This is an optimization exercise on Yosys and OpenROAD, whose aim is small area and a short achievable clock period, not a production implementation. In this exercise RTL edits were held to simulation tests only and were not proved equivalent to the original. No activity file was given, so power comes from the tool's default toggle rates.

<file path="config.mk">
export PLATFORM = sky130hd
export DESIGN_NAME = ahblite_interconnect
export DESIGN_NICKNAME = ahblite_interconnect
export VERILOG_FILES = /design/flow/design.v
export SDC_FILE = /design/flow/constraint.sdc
export NUM_CORES = 4
export LEC_CHECK = 0
export CAP_MARGIN = 20
export CORE_MARGIN = 2
export CORE_UTILIZATION = 30
export SLEW_MARGIN = 20
</file>
<file path="constraint.sdc">
create_clock -name core_clock -period 5.5 [get_ports {clk}]
set_input_delay 1.1000 -clock core_clock [delete_from_list [all_inputs] [get_ports {clk}]]
set_output_delay 1.1000 -clock core_clock [all_outputs]
set_load 0.01 [all_outputs]
</file>
<file path="design.v">
module dff_rst
    (
    clk,
    rst,
    din,
    dout
    );
parameter DW = 1'b1;
parameter RST_VL = {DW{1'b0}};
input               clk;
input               rst;
input [DW-1:0]	    din;
output [DW-1:0]	    dout;
reg  [DW-1:0]	    dout;
always @(posedge clk)
    begin
    if(rst)
        dout <= RST_VL;
    else
        dout <= din;
    end
endmodule 
module mux4
    (
    sel0,
    in0,
    sel1,
    in1,
    sel2,
    in2,
    sel3,
    in3,
    out
    );
parameter DW = 1'b1;
input               sel0;
input [DW-1:0]	    in0;
input               sel1;
input [DW-1:0]	    in1;
input               sel2;
input [DW-1:0]	    in2;
input               sel3;
input [DW-1:0]	    in3;
output [DW-1:0]	    out;
assign out = ({DW{sel0}} & in0) |
             ({DW{sel1}} & in1) |
             ({DW{sel2}} & in2) |
             ({DW{sel3}} & in3);
endmodule 
module mux8
    (
    sel0,
    in0,
    sel1,
    in1,
    sel2,
    in2,
    sel3,
    in3,
    sel4,
    in4,
    sel5,
    in5,
    sel6,
    in6,
    sel7,
    in7,
    out
    );
parameter DW = 1'b1;
input               sel0;
input [DW-1:0]	    in0;
input               sel1;
input [DW-1:0]	    in1;
input               sel2;
input [DW-1:0]	    in2;
input               sel3;
input [DW-1:0]	    in3;
input               sel4;
input [DW-1:0]	    in4;
input               sel5;
input [DW-1:0]	    in5;
input               sel6;
input [DW-1:0]	    in6;
input               sel7;
input [DW-1:0]	    in7;
output [DW-1:0]	    out;
wire [DW-1:0]       out03;
wire [DW-1:0]       out47;
mux4   #(.DW(DW))   mux4_0 
    (
    .sel0  (sel0),
    .in0   (in0),
    .sel1  (sel1),
    .in1   (in1),
    .sel2  (sel2),
    .in2   (in2),
    .sel3  (sel3),
    .in3   (in3),
    .out   (out03)
    );
mux4   #(.DW(DW))   mux4_1 
    (
    .sel0  (sel4),
    .in0   (in4),
    .sel1  (sel5),
    .in1   (in5),
    .sel2  (sel6),
    .in2   (in6),
    .sel3  (sel7),
    .in3   (in7),
    .out   (out47)
    );
assign out = out03 | out47;
endmodule 
module ahblite_m_port
    (
    clk          ,
    rst          , 
    haddr_i      ,
    hwrite_i     ,
    htrans_i     ,
    hsize_i      ,
    hburst_i     ,
    hwdata_i     ,
    hmastlock_i  ,
    hprot_i      ,
    hreadyout_o  ,
    hresp_o      ,
    hrdata_o     ,
    s_grant_i    , 
    s_req_o      , 
    s_addr_base_i, 
    s_haddr_o    ,
    s_hwrite_o   ,
    s_htrans_o   ,
    s_hsize_o    ,
    s_hburst_o   ,
    s_hwdata_o   ,
    s_hready_i   , 
    s_hreadyout_o, 
    s_hmastlock_o,
    s_hprot_o    ,
    s_hresp_i    ,
    s_hrdata_i   
    );
parameter AHB_AW  = 32;
parameter AHB_DW  = 32;
parameter SLV_NUM = 8; 
input logic                              clk;
input logic                              rst;
input logic [AHB_AW-1:0]                 haddr_i;
input logic                              hwrite_i;
input logic [1:0]                        htrans_i;
input logic [2:0]                        hsize_i;
input logic [2:0]                        hburst_i;
input logic [3:0]                        hprot_i;
input logic [AHB_DW-1:0]                 hwdata_i;
input logic                              hmastlock_i;
output logic                             hreadyout_o;
output logic                             hresp_o;
output logic [AHB_DW-1:0]                hrdata_o;
input logic [SLV_NUM-1:0]                s_grant_i; 
output logic [SLV_NUM-1:0]               s_req_o; 
input  logic [SLV_NUM-1:0][AHB_AW-1:0]   s_addr_base_i; 
output logic [AHB_AW-1:0]                s_haddr_o;
output logic                             s_hwrite_o;
output logic [1:0]                       s_htrans_o;
output logic [2:0]                       s_hsize_o;
output logic [2:0]                       s_hburst_o;
output logic [AHB_DW-1:0]                s_hwdata_o;
input logic  [SLV_NUM-1:0]               s_hready_i; 
output logic                             s_hreadyout_o; 
output logic                             s_hmastlock_o;
output logic [3:0]                       s_hprot_o;
input logic  [SLV_NUM-1:0]               s_hresp_i;
input logic [SLV_NUM-1:0][AHB_DW-1:0]    s_hrdata_i;
logic                                    s0_addr_dec; 
logic                                    s1_addr_dec; 
logic                                    s2_addr_dec; 
logic                                    s3_addr_dec; 
logic                                    s4_addr_dec; 
logic                                    s5_addr_dec; 
logic                                    s6_addr_dec; 
logic                                    s7_addr_dec;
logic                                    non_seq;
logic [SLV_NUM-1:0]                      s_req;
logic [1:0]                              nxt_trans;
logic [2:0]                              nxt_size;
logic                                    nxt_write;
logic [2:0]                              nxt_burst;
logic                                    clr_vld;
logic [SLV_NUM-1:0]                      nxt_req;
logic [SLV_NUM-1:0]                      req;
logic [AHB_AW-1:0]                       nxt_haddr;
logic                                    nxt_hwrite;
logic [1:0]                              nxt_htrans;
logic [2:0]                              nxt_hsize;
logic [2:0]                              nxt_hburst;
logic                                    nxt_hmastlock;
logic [3:0]                              nxt_hprot;
logic [AHB_DW-1:0]                       nxt_hwdata;
assign s0_addr_dec = (haddr_i[31:16] == s_addr_base_i[0][31:16]); 
assign s1_addr_dec = (haddr_i[31:16] == s_addr_base_i[1][31:16]); 
assign s2_addr_dec = (haddr_i[31:16] == s_addr_base_i[2][31:16]); 
assign s3_addr_dec = (haddr_i[31:16] == s_addr_base_i[3][31:16]); 
assign s4_addr_dec = (haddr_i[31:16] == s_addr_base_i[4][31:16]); 
assign s5_addr_dec = (haddr_i[31:16] == s_addr_base_i[5][31:16]); 
assign s6_addr_dec = (haddr_i[31:16] == s_addr_base_i[6][31:16]); 
assign s7_addr_dec = (haddr_i[31:16] == s_addr_base_i[7][31:16]);
assign non_seq = (htrans_i == 2'b10) & hreadyout_o;  
assign s_req[0] = s0_addr_dec & non_seq;
assign s_req[1] = s1_addr_dec & non_seq;
assign s_req[2] = s2_addr_dec & non_seq;
assign s_req[3] = s3_addr_dec & non_seq;
assign s_req[4] = s4_addr_dec & non_seq;
assign s_req[5] = s5_addr_dec & non_seq;
assign s_req[6] = s6_addr_dec & non_seq;
assign s_req[7] = s7_addr_dec & non_seq;
assign nxt_req[0] = s_grant_i[0] ? 1'b0 : 
                    s_req[0]     ? 1'b1 : req[0];
assign nxt_req[1] = s_grant_i[1] ? 1'b0 : 
                    s_req[1]     ? 1'b1 : req[1];
assign nxt_req[2] = s_grant_i[2] ? 1'b0 : 
                    s_req[2]     ? 1'b1 : req[2];
assign nxt_req[3] = s_grant_i[3] ? 1'b0 : 
                    s_req[3]     ? 1'b1 : req[3];
assign nxt_req[4] = s_grant_i[4] ? 1'b0 : 
                    s_req[4]     ? 1'b1 : req[4];
assign nxt_req[5] = s_grant_i[5] ? 1'b0 : 
                    s_req[5]     ? 1'b1 : req[5];
assign nxt_req[6] = s_grant_i[6] ? 1'b0 : 
                    s_req[6]     ? 1'b1 : req[6];
assign nxt_req[7] = s_grant_i[7] ? 1'b0 : 
                    s_req[7]     ? 1'b1 : req[7];
dff_rst  #(8)  dff_req  (clk,rst,nxt_req,req);
assign s_req_o = req | s_req;
mux8  #(.DW(1))  mux8_hresp
    (
    .in0(s_hresp_i[0]), .sel0(s_grant_i[0]),
    .in1(s_hresp_i[1]), .sel1(s_grant_i[1]),
    .in2(s_hresp_i[2]), .sel2(s_grant_i[2]),
    .in3(s_hresp_i[3]), .sel3(s_grant_i[3]),
    .in4(s_hresp_i[4]), .sel4(s_grant_i[4]),
    .in5(s_hresp_i[5]), .sel5(s_grant_i[5]),
    .in6(s_hresp_i[6]), .sel6(s_grant_i[6]),
    .in7(s_hresp_i[7]), .sel7(s_grant_i[7]),
    .out(hresp_o)
    );
assign hreadyout_o =  
                     s_grant_i[0] ? s_hready_i[0] :
                     s_grant_i[1] ? s_hready_i[1] :
                     s_grant_i[2] ? s_hready_i[2] :
                     s_grant_i[3] ? s_hready_i[3] :
                     s_grant_i[4] ? s_hready_i[4] :
                     s_grant_i[5] ? s_hready_i[5] :
                     s_grant_i[6] ? s_hready_i[6] :
                     s_grant_i[7] ? s_hready_i[7] : 
                     (|req)       ? 1'b0          : 1'b1;
mux8  #(.DW(32))  mux8_hrdata
    (
    .in0(s_hrdata_i[0]), .sel0(s_grant_i[0]),
    .in1(s_hrdata_i[1]), .sel1(s_grant_i[1]),
    .in2(s_hrdata_i[2]), .sel2(s_grant_i[2]),
    .in3(s_hrdata_i[3]), .sel3(s_grant_i[3]),
    .in4(s_hrdata_i[4]), .sel4(s_grant_i[4]),
    .in5(s_hrdata_i[5]), .sel5(s_grant_i[5]),
    .in6(s_hrdata_i[6]), .sel6(s_grant_i[6]),
    .in7(s_hrdata_i[7]), .sel7(s_grant_i[7]),
    .out(hrdata_o)
    );
assign nxt_haddr = hreadyout_o ? haddr_i : s_haddr_o;
dff_rst  #(32)  dff_haddr (clk,rst,nxt_haddr,s_haddr_o);
assign nxt_hwrite = hreadyout_o ? hwrite_i : s_hwrite_o;
dff_rst  #(1)  dff_hwrite (clk,rst,nxt_hwrite,s_hwrite_o);
assign nxt_htrans = hreadyout_o ? htrans_i : s_htrans_o;
dff_rst  #(2) dff_htrans (clk,rst,nxt_htrans,s_htrans_o);
assign nxt_hsize = hreadyout_o ? hsize_i : s_hsize_o;
dff_rst  #(3) dff_hsize (clk,rst,nxt_hsize,s_hsize_o);
assign nxt_hburst = hreadyout_o ? hburst_i : s_hburst_o;
dff_rst  #(3) dff_hburst (clk,rst,nxt_hburst,s_hburst_o);
assign nxt_hmastlock = hreadyout_o ? hmastlock_i : s_hmastlock_o;
dff_rst  #(1) dff_hmastlock (clk,rst,nxt_hmastlock,s_hmastlock_o);
assign nxt_hprot = hreadyout_o ? hprot_i : s_hprot_o;
dff_rst  #(4) dff_hprot (clk,rst,nxt_hprot,s_hprot_o);
assign nxt_hwdata = hreadyout_o ? hwdata_i : s_hwdata_o;
dff_rst  #(32) dff_hwdata (clk,rst,nxt_hwdata,s_hwdata_o);
assign s_hreadyout_o = hreadyout_o;
endmodule 
module ahblite_s_port
    (
    clk          ,
    rst          , 
    hsel_o       ,
    haddr_o      ,
    hwrite_o     ,
    htrans_o     ,
    hsize_o      ,
    hburst_o     ,
    hwdata_o     ,
    hready_o     ,
    hmastlock_o  ,
    hprot_o      ,
    hreadyout_i  ,
    hresp_i      ,
    hrdata_i     ,
    s_grant_o    , 
    s_req_i      , 
    s_haddr_i    ,
    s_hwrite_i   ,
    s_htrans_i   ,
    s_hsize_i    ,
    s_hburst_i   ,
    s_hwdata_i   ,
    s_hready_o   , 
    s_hreadyout_i,
    s_hmastlock_i,
    s_hprot_i    ,
    s_hresp_o    ,
    s_hrdata_o   
    );
parameter AHB_AW  = 32;
parameter AHB_DW  = 32;
parameter MST_NUM = 4; 
parameter IDLE    = 2'b00;
parameter ARB     = 2'b01;
parameter ACCESS  = 2'b10;
input logic                              clk;
input logic                              rst;
output logic                             hsel_o;
output logic [AHB_AW-1:0]                haddr_o;
output logic                             hwrite_o;
output logic [1:0]                       htrans_o;
output logic [2:0]                       hsize_o;
output logic [2:0]                       hburst_o;
output logic [3:0]                       hprot_o;
output logic [AHB_DW-1:0]                hwdata_o;
output logic                             hready_o;
output logic                             hmastlock_o;
input logic                              hreadyout_i;
input logic                              hresp_i;
input logic [AHB_DW-1:0]                 hrdata_i;
output logic [MST_NUM-1:0]               s_grant_o; 
input logic [MST_NUM-1:0]                s_req_i; 
input logic [MST_NUM-1:0][AHB_AW-1:0]    s_haddr_i;
input logic [MST_NUM-1:0]                s_hwrite_i;
input logic [MST_NUM-1:0][1:0]           s_htrans_i;
input logic [MST_NUM-1:0][2:0]           s_hsize_i;
input logic [MST_NUM-1:0][2:0]           s_hburst_i;
input logic [MST_NUM-1:0][AHB_DW-1:0]    s_hwdata_i;
output logic                             s_hready_o; 
input logic [MST_NUM-1:0]                s_hreadyout_i; 
input logic [MST_NUM-1:0]                s_hmastlock_i;
input logic [MST_NUM-1:0][3:0]           s_hprot_i;
output logic                             s_hresp_o;
output logic [AHB_DW-1:0]                s_hrdata_o;  
logic [MST_NUM-1:0]                      grant;
logic [2:0]                              burst_type;
logic                                    single;
logic                                    wrap4;
logic                                    incr4;
logic                                    incr8;
logic                                    wrap8;
logic                                    incr16;
logic                                    wrap16;
logic [4:0]                              burst_len;
logic                                    clr_burst_cnt;
logic [4:0]                              nxt_burst_cnt;
logic [4:0]                              burst_cnt;
logic                                    has_req;
logic                                    idle_to_arb;
logic                                    access_to_idle;
logic                                    access_to_arb;
logic                                    st_idle;
logic                                    st_access;
logic                                    st_arb;
logic                                    en_arb;
logic [1:0]                              cur_mst_tmp;
logic [1:0]                              cur_mst;
logic [1:0]                              nxt_cur_mst;
logic                                    nxt_gen_hready;
logic                                    burst_cnt_eq_len;
logic [1:0]                              nxt_state;
logic [1:0]                              state;
logic                                    slv_hready;
logic [1:0]                              mux_htrans;
logic [2:0]                              mux_hsize;
logic                                    mux_hwrite;
logic                                    mux_latch_hwrite;
logic [AHB_AW-1:0]                       mux_haddr;
mux4  #(.DW(3))  mux4_burst_type
    (
    .in0(s_hburst_i[0]), .sel0(grant[0]),
    .in1(s_hburst_i[1]), .sel1(grant[1]),
    .in2(s_hburst_i[2]), .sel2(grant[2]),
    .in3(s_hburst_i[3]), .sel3(grant[3]),
    .out (burst_type)
    );
assign single = (burst_type == 3'b000);
assign wrap4  = (burst_type == 3'b010);
assign incr4  = (burst_type == 3'b011);
assign wrap8  = (burst_type == 3'b100);
assign incr8  = (burst_type == 3'b101);
assign wrap16 = (burst_type == 3'b110);
assign incr16 = (burst_type == 3'b111);
mux4  #(.DW(5))  mux4_burst_len
    (
    .in0(5'd1) , .sel0(single)         ,
    .in1(5'd4) , .sel1(wrap4 | incr4)  ,
    .in2(5'd8) , .sel2(wrap8 | incr8)  ,
    .in3(5'd16), .sel3(wrap16 | incr16),
    .out (burst_len)
    );
assign clr_burst_cnt = burst_cnt_eq_len & slv_hready;
assign nxt_burst_cnt = clr_burst_cnt ? 5'd0 :
                       (slv_hready & st_access) ? (burst_cnt + 1'b1) : burst_cnt; 
dff_rst  #(5)  dff_burst_cnt  (clk,rst,nxt_burst_cnt,burst_cnt);
assign burst_cnt_eq_len = (burst_cnt == burst_len);
assign has_req = |s_req_i;
assign idle_to_arb = has_req & st_idle;
assign access_to_idle = clr_burst_cnt & (~has_req) & st_access;
assign access_to_arb = clr_burst_cnt & has_req & st_access; 
always_comb
    begin
    case (state)
    	IDLE :
            begin
    	    nxt_state = idle_to_arb ? ARB : IDLE;
    	    end	
    	ARB :
    	    begin
    	    nxt_state = ACCESS;
    	    end
    	ACCESS :
    	    begin
    	    nxt_state = access_to_idle ? IDLE : 
                        access_to_arb  ? ARB  : ACCESS;
    	    end	
    	default :
    	    begin
    	    nxt_state = IDLE;
    	    end	
    endcase
    end
dff_rst  #(2)  dff_arb_state  (clk,rst,nxt_state,state);
assign st_idle   = (state == IDLE);
assign st_access = (state == ACCESS);
assign st_arb    = (state == ARB);
assign en_arb = st_arb;
always_comb
    begin
    case (cur_mst)
    	2'd0 :
            begin
    	    cur_mst_tmp = s_req_i[1] ? 2'd1 :
                          s_req_i[2] ? 2'd2 :
                          s_req_i[3] ? 2'd3 : 2'd0;
    	    end	
    	2'd1 :
            begin
    	    cur_mst_tmp = s_req_i[2] ? 2'd2 :
                          s_req_i[3] ? 2'd3 :
                          s_req_i[0] ? 2'd0 : 2'd1;
    	    end	
    	2'd2 :
            begin
    	    cur_mst_tmp = s_req_i[3] ? 2'd3 :
                          s_req_i[0] ? 2'd0 :
                          s_req_i[1] ? 2'd1 : 2'd2;
    	    end	
    	2'd3 :
            begin
    	    cur_mst_tmp = s_req_i[0] ? 2'd0 :
                          s_req_i[1] ? 2'd1 :
                          s_req_i[2] ? 2'd2 : 2'd3;
    	    end	
    	default :
    	    begin
    	    cur_mst_tmp = 2'd0;
    	    end	
    endcase
    end
assign nxt_cur_mst = en_arb ? cur_mst_tmp : cur_mst;  
dff_rst  #(2)  dff_cur_master  (clk,rst,nxt_cur_mst,cur_mst);
assign grant[0] = (cur_mst == 2'd0) & st_access;
assign grant[1] = (cur_mst == 2'd1) & st_access;
assign grant[2] = (cur_mst == 2'd2) & st_access;
assign grant[3] = (cur_mst == 2'd3) & st_access;
logic    st_arb_1;
dff_rst  #(1)  dff_st_arb_1 (clk,rst,st_arb,st_arb_1);
logic [31:0]    nxt_gen_haddr;
logic [31:0]    gen_haddr;
logic [31:0]    gen_haddr1;
assign nxt_gen_haddr = (~hready_o) ? 32'd0          :
                       hready_o    ? (gen_haddr1 + 32'd4) : gen_haddr1;
dff_rst #(32) dff_gen_haddr (clk,rst,nxt_gen_haddr,gen_haddr);
assign gen_haddr1 = st_arb_1 ? mux_haddr : gen_haddr;
logic hready_1;
assign hready_o = hreadyout_i & st_access; 
dff_rst #(1) dff_s_hready (clk,rst,hready_o,hready_1);
assign s_hready_o = mux_hwrite ? hready_o : (hready_o & (~st_arb_1));
mux4  #(.DW(AHB_AW))  mux4_haddr
    (
    .in0(s_haddr_i[0]), .sel0(grant[0]),
    .in1(s_haddr_i[1]), .sel1(grant[1]),
    .in2(s_haddr_i[2]), .sel2(grant[2]),
    .in3(s_haddr_i[3]), .sel3(grant[3]),
    .out(mux_haddr)
    );
assign haddr_o = gen_haddr1;
mux4  #(.DW(1))  mux4_hwrite
    (
    .in0(s_hwrite_i[0]), .sel0(grant[0]),
    .in1(s_hwrite_i[1]), .sel1(grant[1]),
    .in2(s_hwrite_i[2]), .sel2(grant[2]),
    .in3(s_hwrite_i[3]), .sel3(grant[3]),
    .out(mux_hwrite)
    );
assign hwrite_o = mux_hwrite;
mux4  #(.DW(2))  mux4_htrans
    (
    .in0(s_htrans_i[0]), .sel0(grant[0]),
    .in1(s_htrans_i[1]), .sel1(grant[1]),
    .in2(s_htrans_i[2]), .sel2(grant[2]),
    .in3(s_htrans_i[3]), .sel3(grant[3]),
    .out(mux_htrans)
    );
assign htrans_o = mux_htrans;
mux4  #(.DW(3))  mux4_hsize
    (
    .in0(s_hsize_i[0]), .sel0(grant[0]),
    .in1(s_hsize_i[1]), .sel1(grant[1]),
    .in2(s_hsize_i[2]), .sel2(grant[2]),
    .in3(s_hsize_i[3]), .sel3(grant[3]),
    .out(mux_hsize)
    );
assign hsize_o = mux_hsize;
assign hburst_o = burst_type;
mux4  #(.DW(AHB_DW))  mux4_hwdata
    (
    .in0(s_hwdata_i[0]), .sel0(grant[0]),
    .in1(s_hwdata_i[1]), .sel1(grant[1]),
    .in2(s_hwdata_i[2]), .sel2(grant[2]),
    .in3(s_hwdata_i[3]), .sel3(grant[3]),
    .out(hwdata_o)
    );
mux4  #(.DW(1))  mux4_hready
    (
    .in0(s_hreadyout_i[0]), .sel0(grant[0]),
    .in1(s_hreadyout_i[1]), .sel1(grant[1]),
    .in2(s_hreadyout_i[2]), .sel2(grant[2]),
    .in3(s_hreadyout_i[3]), .sel3(grant[3]),
    .out(slv_hready)
    );
mux4  #(.DW(1))  mux4_hmastlock
    (
    .in0(s_hmastlock_i[0]), .sel0(grant[0]),
    .in1(s_hmastlock_i[1]), .sel1(grant[1]),
    .in2(s_hmastlock_i[2]), .sel2(grant[2]),
    .in3(s_hmastlock_i[3]), .sel3(grant[3]),
    .out(hmastlock_o)
    );
mux4  #(.DW(4))  mux4_hprot
    (
    .in0(s_hprot_i[0]), .sel0(grant[0]),
    .in1(s_hprot_i[1]), .sel1(grant[1]),
    .in2(s_hprot_i[2]), .sel2(grant[2]),
    .in3(s_hprot_i[3]), .sel3(grant[3]),
    .out(hprot_o)
    );
assign s_grant_o  = grant;
assign s_hresp_o  = hresp_i;
assign s_hrdata_o = hrdata_i;  
assign hsel_o = st_arb | st_access;
endmodule 
module ahblite_interconnect
    (
    clk        ,
    rst        , 
    haddr_i    ,
    hwrite_i   ,
    htrans_i   ,
    hsize_i    ,
    hburst_i   ,
    hwdata_i   ,
    hmastlock_i,
    hprot_i    ,
    hreadyout_o,
    hresp_o    ,
    hrdata_o   ,
    hsel_o     ,
    haddr_o    ,
    hwrite_o   ,
    htrans_o   ,
    hsize_o    ,
    hburst_o   ,
    hwdata_o   ,
    hready_o   ,
    hmastlock_o,
    hprot_o    ,
    hreadyout_i,
    hresp_i    ,
    hrdata_i
    );
parameter AHB_AW  = 32;
parameter AHB_DW  = 32;
parameter SLV_NUM = 8; 
parameter MST_NUM = 4; 
parameter OFFSET_7 = 32'h0007_0000;
parameter OFFSET_6 = 32'h0006_0000;
parameter OFFSET_5 = 32'h0005_0000;
parameter OFFSET_4 = 32'h0004_0000;
parameter OFFSET_3 = 32'h0003_0000;
parameter OFFSET_2 = 32'h0002_0000;
parameter OFFSET_1 = 32'h0001_0000;
parameter OFFSET_0 = 32'h0000_0000;
input logic                              clk;
input logic                              rst;
input logic [MST_NUM-1:0][AHB_AW-1:0]    haddr_i;
input logic [MST_NUM-1:0]                hwrite_i;
input logic [MST_NUM-1:0][1:0]           htrans_i;
input logic [MST_NUM-1:0][2:0]           hsize_i;
input logic [MST_NUM-1:0][2:0]           hburst_i;
input logic [MST_NUM-1:0][3:0]           hprot_i;
input logic [MST_NUM-1:0][AHB_DW-1:0]    hwdata_i;
input logic [MST_NUM-1:0]                hmastlock_i;
output logic [MST_NUM-1:0]               hreadyout_o;
output logic [MST_NUM-1:0]               hresp_o;
output logic [MST_NUM-1:0][AHB_DW-1:0]   hrdata_o;
output logic [SLV_NUM-1:0]               hsel_o;
output logic [SLV_NUM-1:0][AHB_AW-1:0]   haddr_o;
output logic [SLV_NUM-1:0]               hwrite_o;
output logic [SLV_NUM-1:0][1:0]          htrans_o;
output logic [SLV_NUM-1:0][2:0]          hsize_o;
output logic [SLV_NUM-1:0][2:0]          hburst_o;
output logic [SLV_NUM-1:0][3:0]          hprot_o;
output logic [SLV_NUM-1:0][AHB_DW-1:0]   hwdata_o;
output logic [SLV_NUM-1:0]               hready_o;
output logic [SLV_NUM-1:0]               hmastlock_o;
input logic [SLV_NUM-1:0]                hreadyout_i;
input logic [SLV_NUM-1:0]                hresp_i;
input logic [SLV_NUM-1:0][AHB_DW-1:0]    hrdata_i;
logic [MST_NUM-1:0][SLV_NUM-1:0]                m_grant;
logic [MST_NUM-1:0][SLV_NUM-1:0]                m_req;
logic [MST_NUM-1:0][AHB_AW-1:0]                 m_haddr;
logic [MST_NUM-1:0]                             m_hwrite;
logic [MST_NUM-1:0][1:0]                        m_htrans;
logic [MST_NUM-1:0][2:0]                        m_hsize;
logic [MST_NUM-1:0][2:0]                        m_hburst;
logic [MST_NUM-1:0][AHB_AW-1:0]                 m_hwdata;
logic [MST_NUM-1:0][SLV_NUM-1:0]                m_hready;
logic [MST_NUM-1:0]                             m_hreadyout;
logic [MST_NUM-1:0]                             m_hmastlock;
logic [MST_NUM-1:0][3:0]                        m_hprot;
logic [MST_NUM-1:0][SLV_NUM-1:0]                m_hresp;
logic [MST_NUM-1:0][SLV_NUM-1:0][AHB_AW-1:0]    m_hrdata;
wire  [SLV_NUM-1:0][AHB_AW-1:0]                 m_addr_base; 
logic [SLV_NUM-1:0][MST_NUM-1:0]                s_grant;
logic [SLV_NUM-1:0][MST_NUM-1:0]                s_req;
logic [SLV_NUM-1:0][MST_NUM-1:0][AHB_AW-1:0]    s_haddr;
logic [SLV_NUM-1:0][MST_NUM-1:0]                s_hwrite;
logic [SLV_NUM-1:0][MST_NUM-1:0][1:0]           s_htrans;
logic [SLV_NUM-1:0][MST_NUM-1:0][2:0]           s_hsize;
logic [SLV_NUM-1:0][MST_NUM-1:0][2:0]           s_hburst;
logic [SLV_NUM-1:0][MST_NUM-1:0][AHB_DW-1:0]    s_hwdata;
logic [SLV_NUM-1:0]                             s_hready;
logic [SLV_NUM-1:0][MST_NUM-1:0]                s_hreadyout;
logic [SLV_NUM-1:0][MST_NUM-1:0]                s_hmastlock;
logic [SLV_NUM-1:0]                             s_hresp;
logic [SLV_NUM-1:0][AHB_DW-1:0]                 s_hrdata;
logic [SLV_NUM-1:0][MST_NUM-1:0][3:0]           s_hprot;
assign m_addr_base = {OFFSET_7,
                      OFFSET_6,
                      OFFSET_5,
                      OFFSET_4,
                      OFFSET_3,
                      OFFSET_2,
                      OFFSET_1,
                      OFFSET_0};
genvar k;
generate
    for(k=0; k<MST_NUM; k=k+1)
        begin : ahblite_m_port_label
        ahblite_m_port   #(.AHB_AW(AHB_AW),
                           .AHB_DW(AHB_DW),
                           .SLV_NUM(SLV_NUM))   ahblite_m_port_inst
            (
            .clk           (clk)           ,
            .rst           (rst)           , 
            .haddr_i       (haddr_i[k])    ,
            .hwrite_i      (hwrite_i[k])   ,
            .htrans_i      (htrans_i[k])   ,
            .hsize_i       (hsize_i[k])    ,
            .hburst_i      (hburst_i[k])   ,
            .hwdata_i      (hwdata_i[k])   ,
            .hmastlock_i   (hmastlock_i[k]),
            .hprot_i       (hprot_i[k])    ,
            .hreadyout_o   (hreadyout_o[k]),
            .hresp_o       (hresp_o[k])    ,
            .hrdata_o      (hrdata_o[k])   ,
            .s_grant_i     (m_grant[k])    , 
            .s_req_o       (m_req[k])      , 
            .s_addr_base_i (m_addr_base)   , 
            .s_haddr_o     (m_haddr[k])    ,
            .s_hwrite_o    (m_hwrite[k])   ,
            .s_htrans_o    (m_htrans[k])   ,
            .s_hsize_o     (m_hsize[k])    ,
            .s_hburst_o    (m_hburst[k])   ,
            .s_hwdata_o    (m_hwdata[k])   ,
            .s_hready_i    (m_hready[k])   , 
            .s_hreadyout_o (m_hreadyout[k]), 
            .s_hmastlock_o (m_hmastlock[k]),
            .s_hprot_o     (m_hprot[k])    ,
            .s_hresp_i     (m_hresp[k])    ,
            .s_hrdata_i    (m_hrdata[k])   
            );
        assign m_grant[k] = {s_grant[7][k],s_grant[6][k],s_grant[5][k],s_grant[4][k],
                             s_grant[3][k],s_grant[2][k],s_grant[1][k],s_grant[0][k]};
        assign m_hready[k] = {s_hready[7],s_hready[6],s_hready[5],s_hready[4],
                              s_hready[3],s_hready[2],s_hready[1],s_hready[0]};   
        assign m_hresp[k] = {s_hresp[7],s_hresp[6],s_hresp[5],s_hresp[4],
                             s_hresp[3],s_hresp[2],s_hresp[1],s_hresp[0]};
        assign m_hrdata[k] = {s_hrdata[7],s_hrdata[6],s_hrdata[5],s_hrdata[4],
                              s_hrdata[3],s_hrdata[2],s_hrdata[1],s_hrdata[0]};
        end
endgenerate
genvar k1;
generate
    for(k1=0; k1<SLV_NUM; k1=k1+1)
        begin : ahblite_s_port_label
        ahblite_s_port   #(.AHB_AW(AHB_AW),
                           .AHB_DW(AHB_DW),
                           .MST_NUM(MST_NUM))   ahblite_s_port_inst
            (
            .clk           (clk)            ,
            .rst           (rst)            , 
            .hsel_o        (hsel_o[k1])     ,
            .haddr_o       (haddr_o[k1])    ,
            .hwrite_o      (hwrite_o[k1])   ,
            .htrans_o      (htrans_o[k1])   ,
            .hsize_o       (hsize_o[k1])    ,
            .hburst_o      (hburst_o[k1])   ,
            .hwdata_o      (hwdata_o[k1])   ,
            .hready_o      (hready_o[k1])   ,
            .hmastlock_o   (hmastlock_o[k1]), 
            .hprot_o       (hprot_o[k1])    ,
            .hreadyout_i   (hreadyout_i[k1]),
            .hresp_i       (hresp_i[k1])    ,
            .hrdata_i      (hrdata_i[k1])   ,
            .s_grant_o     (s_grant[k1])    , 
            .s_req_i       (s_req[k1])      , 
            .s_haddr_i     (s_haddr[k1])    ,
            .s_hwrite_i    (s_hwrite[k1])   ,
            .s_htrans_i    (s_htrans[k1])   ,
            .s_hsize_i     (s_hsize[k1])    ,
            .s_hburst_i    (s_hburst[k1])   ,
            .s_hwdata_i    (s_hwdata[k1])   ,
            .s_hready_o    (s_hready[k1])   , 
            .s_hreadyout_i (s_hreadyout[k1]),
            .s_hmastlock_i (s_hmastlock[k1]),
            .s_hprot_i     (s_hprot[k1])    ,
            .s_hresp_o     (s_hresp[k1])    , 
            .s_hrdata_o    (s_hrdata[k1])
            );
        assign s_req[k1]    = {m_req[3][k1],m_req[2][k1],m_req[1][k1],m_req[0][k1]};
        assign s_haddr[k1]  = {m_haddr[3],m_haddr[2],m_haddr[1],m_haddr[0]};
        assign s_hwrite[k1] = {m_hwrite[3],m_hwrite[2],m_hwrite[1],m_hwrite[0]};
        assign s_htrans[k1] = {m_htrans[3],m_htrans[2],m_htrans[1],m_htrans[0]};
        assign s_hsize[k1]  = {m_hsize[3],m_hsize[2],m_hsize[1],m_hsize[0]};
        assign s_hburst[k1] = {m_hburst[3],m_hburst[2],m_hburst[1],m_hburst[0]};
        assign s_hwdata[k1] = {m_hwdata[3],m_hwdata[2],m_hwdata[1],m_hwdata[0]};
        assign s_hreadyout[k1] = {m_hreadyout[3],m_hreadyout[2],m_hreadyout[1],
                                 m_hreadyout[0]};
        assign s_hmastlock[k1] = {m_hmastlock[3],m_hmastlock[2],m_hmastlock[1],
                                 m_hmastlock[0]};
        assign s_hprot[k1] = {m_hprot[3],m_hprot[2],m_hprot[1],m_hprot[0]};
        end
endgenerate
endmodule 
</file>
<file path="run.sh">
#!/bin/bash
# synth_recipe.tcl (not shown) runs the flow's synth.tcl, then flattens the netlist and writes it again
# the make line also repeats each setting of config.mk as NAME=value (left out here)
make -C /OpenROAD-flow-scripts/flow DESIGN_CONFIG=/design/flow/config.mk WORK_HOME=/design/flow/orfs CLKGATE_MAP_FILE= SYNTH_SCRIPT=/design/flow/synth_recipe.tcl finish
</file>
==> impl_results.md <==
* CTS tree: yes
* Root Buffer Master: sky130_fd_sc_hd__clkbuf_16
* Share of the core filled with cells at 40.6%
* Most common cell after layout, fill and taps aside: sky130_fd_sc_hd__clkdlybuf4s50_1
* Critical path class: flip-flop to output pin
* Share of total power in the clock network at 47.1%
* Number of register bits inferred by synthesis at 680
* Worst Max-Slew Pin Slew at 1.44 ns
* Max-slew violation total from the final report at 0
* Starting density of the core at 30.1%
* First-iteration detailed-routing DRC count at 12500
* Type of destination of the critical path: output pin
* Number of levels in the clock H-tree at 3
* Worst IR drop on VDD at 0.000247 V
* Number of vias per cell after detailed routing at 6.81
* Number of sinks handled by clock tree synthesis at 680
* Maximum clock frequency at 185 MHz
* All-Layer GR Usage at 42.4%
* Buffers inserted by post-CTS timing repair at 0
* Leading cell types in the layout, fill and taps excluded: 1352 x sky130_fd_sc_hd__clkdlybuf4s50_1, 929 x sky130_fd_sc_hd__nand2_1, 666 x sky130_fd_sc_hd__dfxtp_1
* Final Skew at 0.0744 ns
* Post-Synthesis Net Count at 7223
* Final cell count without fillers at 9871
* Power density normalized to cell area at 183 nW/µm²
* Data required time of the worst path at 4.40 ns
* DR WL/cell at 40.8 µm
* Total net switching power at 3.94 mW
* Number of maximum-capacitance constraint violations at 0
* Post-route minimum period at 5.42 ns
* Horiz. Die Dim at 424 µm
* Worst-Skew Late Latency at 0.75 ns
* Count of flip-flops with a built-in enable after synthesis at 0
* Post-Synthesis Cells at 6588
* Detailed Route WL at 403000 µm
* Highest fanout seen on the critical path at 78
* Cell type with the highest aggregate area in the netlist: sky130_fd_sc_hd__dfxtp_1
* Routability cong. at 1.09
* CP startpoint kind: flip-flop
* Global-route wire length before repair at 536000 µm
* Count of TritonRoute iterations in the first routing pass at 10
* Power consumption at 13.1 mW
* Biggest area contributors in the synthesized netlist: sky130_fd_sc_hd__dfxtp_1 26%, sky130_fd_sc_hd__mux4_2 9.7%, sky130_fd_sc_hd__a22oi_1 8.8%
* Unrepaired setup endpoints after global routing: false
* Final layout net count at 8055
* Area share of the largest cell type after synthesis at 25.7%
* Final period util at 98.5%
* Library cells used by synthesis at 91
* Standby leakage power at 25.5 nW
* Dominant synthesized flop cell: sky130_fd_sc_hd__dfxtp_1
* Depth of the worst register-to-register path at 11
* Pint at 9.13 mW
* Count of synthesis-stage warnings from yosys at 8
* Relative contribution of combinational cells to total power at 10.1%
* Slack of the worst reg-to-reg path at 0.91 ns
* Relative contribution of sequential cells to total power at 42.8%
* Count of hold buffers inserted by post-cts repair at 0
* Die height at 424 µm
* Cells resized by post-CTS repair at 0
* Worst hold-check path type: flip-flop to flip-flop
* Cell total after placement at 9670
* Layout area overhead at 34.9%
* IO Count at 1362
* Pin count of the biggest net entering global routing at 185
* Via count of the first global-routing pass at 61400
* Critical path arrival at 4.32 ns
* Result of the run: complete, no violations
* Count of input and output buffers at 1361
* Area inside the core boundary at 176000 µm²
* Normalized max-slew margin at 4.14%
* Floorplan die area at 180000 µm²
* Synth Area per Inst at 8.03 µm²
* Clock slew seen by the registers of the worst setup and hold paths at 0.06 ns
* Instance count along the most critical hold path at 2
* Inserted Clock Buffers at 87
* Async set-or-reset flop fraction in the synthesized netlist at 0%
* Antenna violations before repair at 59
* Number of cell rows at 154
* Sequential share of the synthesized area at 25.7%
* Share of cells above drive strength 1 at 9.68%
* Final antenna-violating net count at 0
* Number of fill cells at 17600
* DRC violations left at 0
* Total half-perimeter wirelength after legalization and detailed placement at 297000 µm
* Final setup vio count at 0
* Gr ovfl total at 0
* Setup TNS after final layout at 0 ns
* Post-synthesis cell area at 52900 µm²
* Final hold violations at 0
* Net Sw Frac at 30.1%
* Number of vias in the routed layout at 67300
* CTS Buffer Depth at 3
sequential cells by signal (all words and copies together), names as in the netlist:
name,cells
ahblite_s_port_label.ahblite_s_port_inst.dff_arb_state.dout,16
ahblite_m_port_label.ahblite_m_port_inst.dff_hsize.dout,12
ahblite_s_port_label.ahblite_s_port_inst.dff_gen_haddr.dout,256
ahblite_m_port_label.ahblite_m_port_inst.dff_hwdata.dout,128
ahblite_m_port_label.ahblite_m_port_inst.dff_haddr.dout,128
ahblite_m_port_label.ahblite_m_port_inst.dff_htrans.dout,8
ahblite_s_port_label.ahblite_s_port_inst.dff_st_arb_1.dout,8
ahblite_m_port_label.ahblite_m_port_inst.dff_hwrite.dout,4
ahblite_m_port_label.ahblite_m_port_inst.dff_hprot.dout,16
ahblite_m_port_label.ahblite_m_port_inst.dff_req.dout,32
ahblite_s_port_label.ahblite_s_port_inst.dff_cur_master.dout,16
ahblite_m_port_label.ahblite_m_port_inst.dff_hmastlock.dout,4
ahblite_s_port_label.ahblite_s_port_inst.dff_burst_cnt.dout,40
ahblite_m_port_label.ahblite_m_port_inst.dff_hburst.dout,12
power groups by stage:
stage / sequential, mW / combinational, mW / clock, mW
finish: 5.60 / 1.32 / 6.15
CTS: 5.54 / 1.25 / 6.13
global route: 5.57 / 1.32 / 6.31
global placement: 5.64 / 1.24 / 0
floorplan: 5.25 / 0.535 / 0
detailed placement: 5.65 / 1.24 / 0
worst max-delay path, cell delays in order, from the launching register on:
cell	delay [ns]
sky130_fd_sc_hd__dfxtp_1	0.35
sky130_fd_sc_hd__inv_1	0.12
sky130_fd_sc_hd__ha_1	0.37
sky130_fd_sc_hd__buf_4	0.24
sky130_fd_sc_hd__nor3b_2	0.28
sky130_fd_sc_hd__buf_12	0.32
sky130_fd_sc_hd__a221o_1	0.45
sky130_fd_sc_hd__clkdlybuf4s50_1	0.92
synthesized netlist by cell type, types with 72 or more instances:
cell type,number
sky130_fd_sc_hd__nor2_1,367
sky130_fd_sc_hd__xnor2_1,121
sky130_fd_sc_hd__inv_1,198
sky130_fd_sc_hd__mux4_2,227
sky130_fd_sc_hd__a221o_1,253
sky130_fd_sc_hd__dfxtp_1,680
sky130_fd_sc_hd__a221oi_1,86
sky130_fd_sc_hd__a21oi_1,478
sky130_fd_sc_hd__a22o_1,431
sky130_fd_sc_hd__o21ai_0,99
sky130_fd_sc_hd__a22oi_1,623
sky130_fd_sc_hd__clkbuf_1,574
sky130_fd_sc_hd__nand3_1,157
sky130_fd_sc_hd__and3_1,72
sky130_fd_sc_hd__nand2_1,934
sky130_fd_sc_hd__buf_1,128
sky130_fd_sc_hd__nor3_1,113
sky130_fd_sc_hd__nand4_1,123
layout make-up:
| type | count | area, µm² | area share [%] |
|---|---|---|---|
| multi-input cells | 4882 | 35300 | 49.5 |
| repair buffers | 1566 | 15700 | 21.9 |
| flip-flops and latches | 680 | 13600 | 19.1 |
| well taps | 2340 | 2930 | 4.10 |
| clock buffers | 121 | 2540 | 3.56 |
| inverters | 203 | 772 | 1.08 |
| clock inverters | 37 | 439 | 0.615 |
| diodes | 42 | 105 | 0.147 |
how the worst max path moves through the flow:
stage              startpoint              to  cells after the start
2_1_floorplan  hreadyout_i[3]  hreadyout_o[3]                      9
3_3_place_gp   hreadyout_i[1]       flip-flop                     12
3_5_place_dp   hreadyout_i[1]       flip-flop                     12
4_1_cts             flip-flop    hrdata_o[66]                      6
5_1_grt             flip-flop   hwdata_o[216]                      8
6_report            flip-flop   hwdata_o[221]                      7
routing by layer:
metal / GRT usage [%] / routed length, µm / vias to the layer above
li1: - / - / 26700
met1: 48.9 / 138000 / 32800
met2: 61.6 / 167000 / 6197
met3: 16.4 / 55900 / 1490
met4: 35.5 / 41800 / 24
met5: 0.403 / 149 / -
logic make-up (layout without fill, tap and decap cells):
kind of cell | count (synthesis) | in the layout | share of synthesized area, %
AOI/OAI and AO/OA | 2210 | 2210 | 31.5
xor gates and xnor gates | 166 | 166 | 2.75
adders and majority gates | 49 | 49 | 1.16
buffers and inverters | 1026 | 1927 | 7.94
DFF | 680 | 680 | 25.7
muxes | 330 | 330 | 12.1
other | 0 | 42 | 0
and+or+nand+nor | 2127 | 2127 | 18.9
stage by stage:
step	hold slack [ns]	setup WS (ns)	area (µm²)
floorplan	0.461	1.32	52900
global placement	0.457	0.594	68300
detailed placement	0.452	0.536	68300
CTS	0.459	0.304	71200
global route	0.477	0.179	71300
finish	0.461	0.0821	71400

## separate check: timing with driven ports
The results above use ideal ports. As a check the final layout listed here was re-extracted and re-timed, cells and wires unchanged.
Step 1, drivers: a clkbuf_16 drives clk and a buf_2 each remaining input, both assumed.
Step 2 times the ports against the registers' clock, not the clock port: input delays grow and output delays shrink by t, the midpoint of the rising clock arrivals with the driver on.
Three values: no drivers, after step 1, after step 2; two values: the first two.
t (ns): 0.790
setup WS [ns]: 0.082 / 0.005 / 0.238
hold WS [ns]: 0.461 / 0.461 / 0.461
worst setup path after step 2: input to register
pins driven straight from the clock port: 1
After both steps setup and hold are still met in this run. For this run, drivers alone change the setup slack by -0.077 ns; drivers and shift together by +0.156 ns.
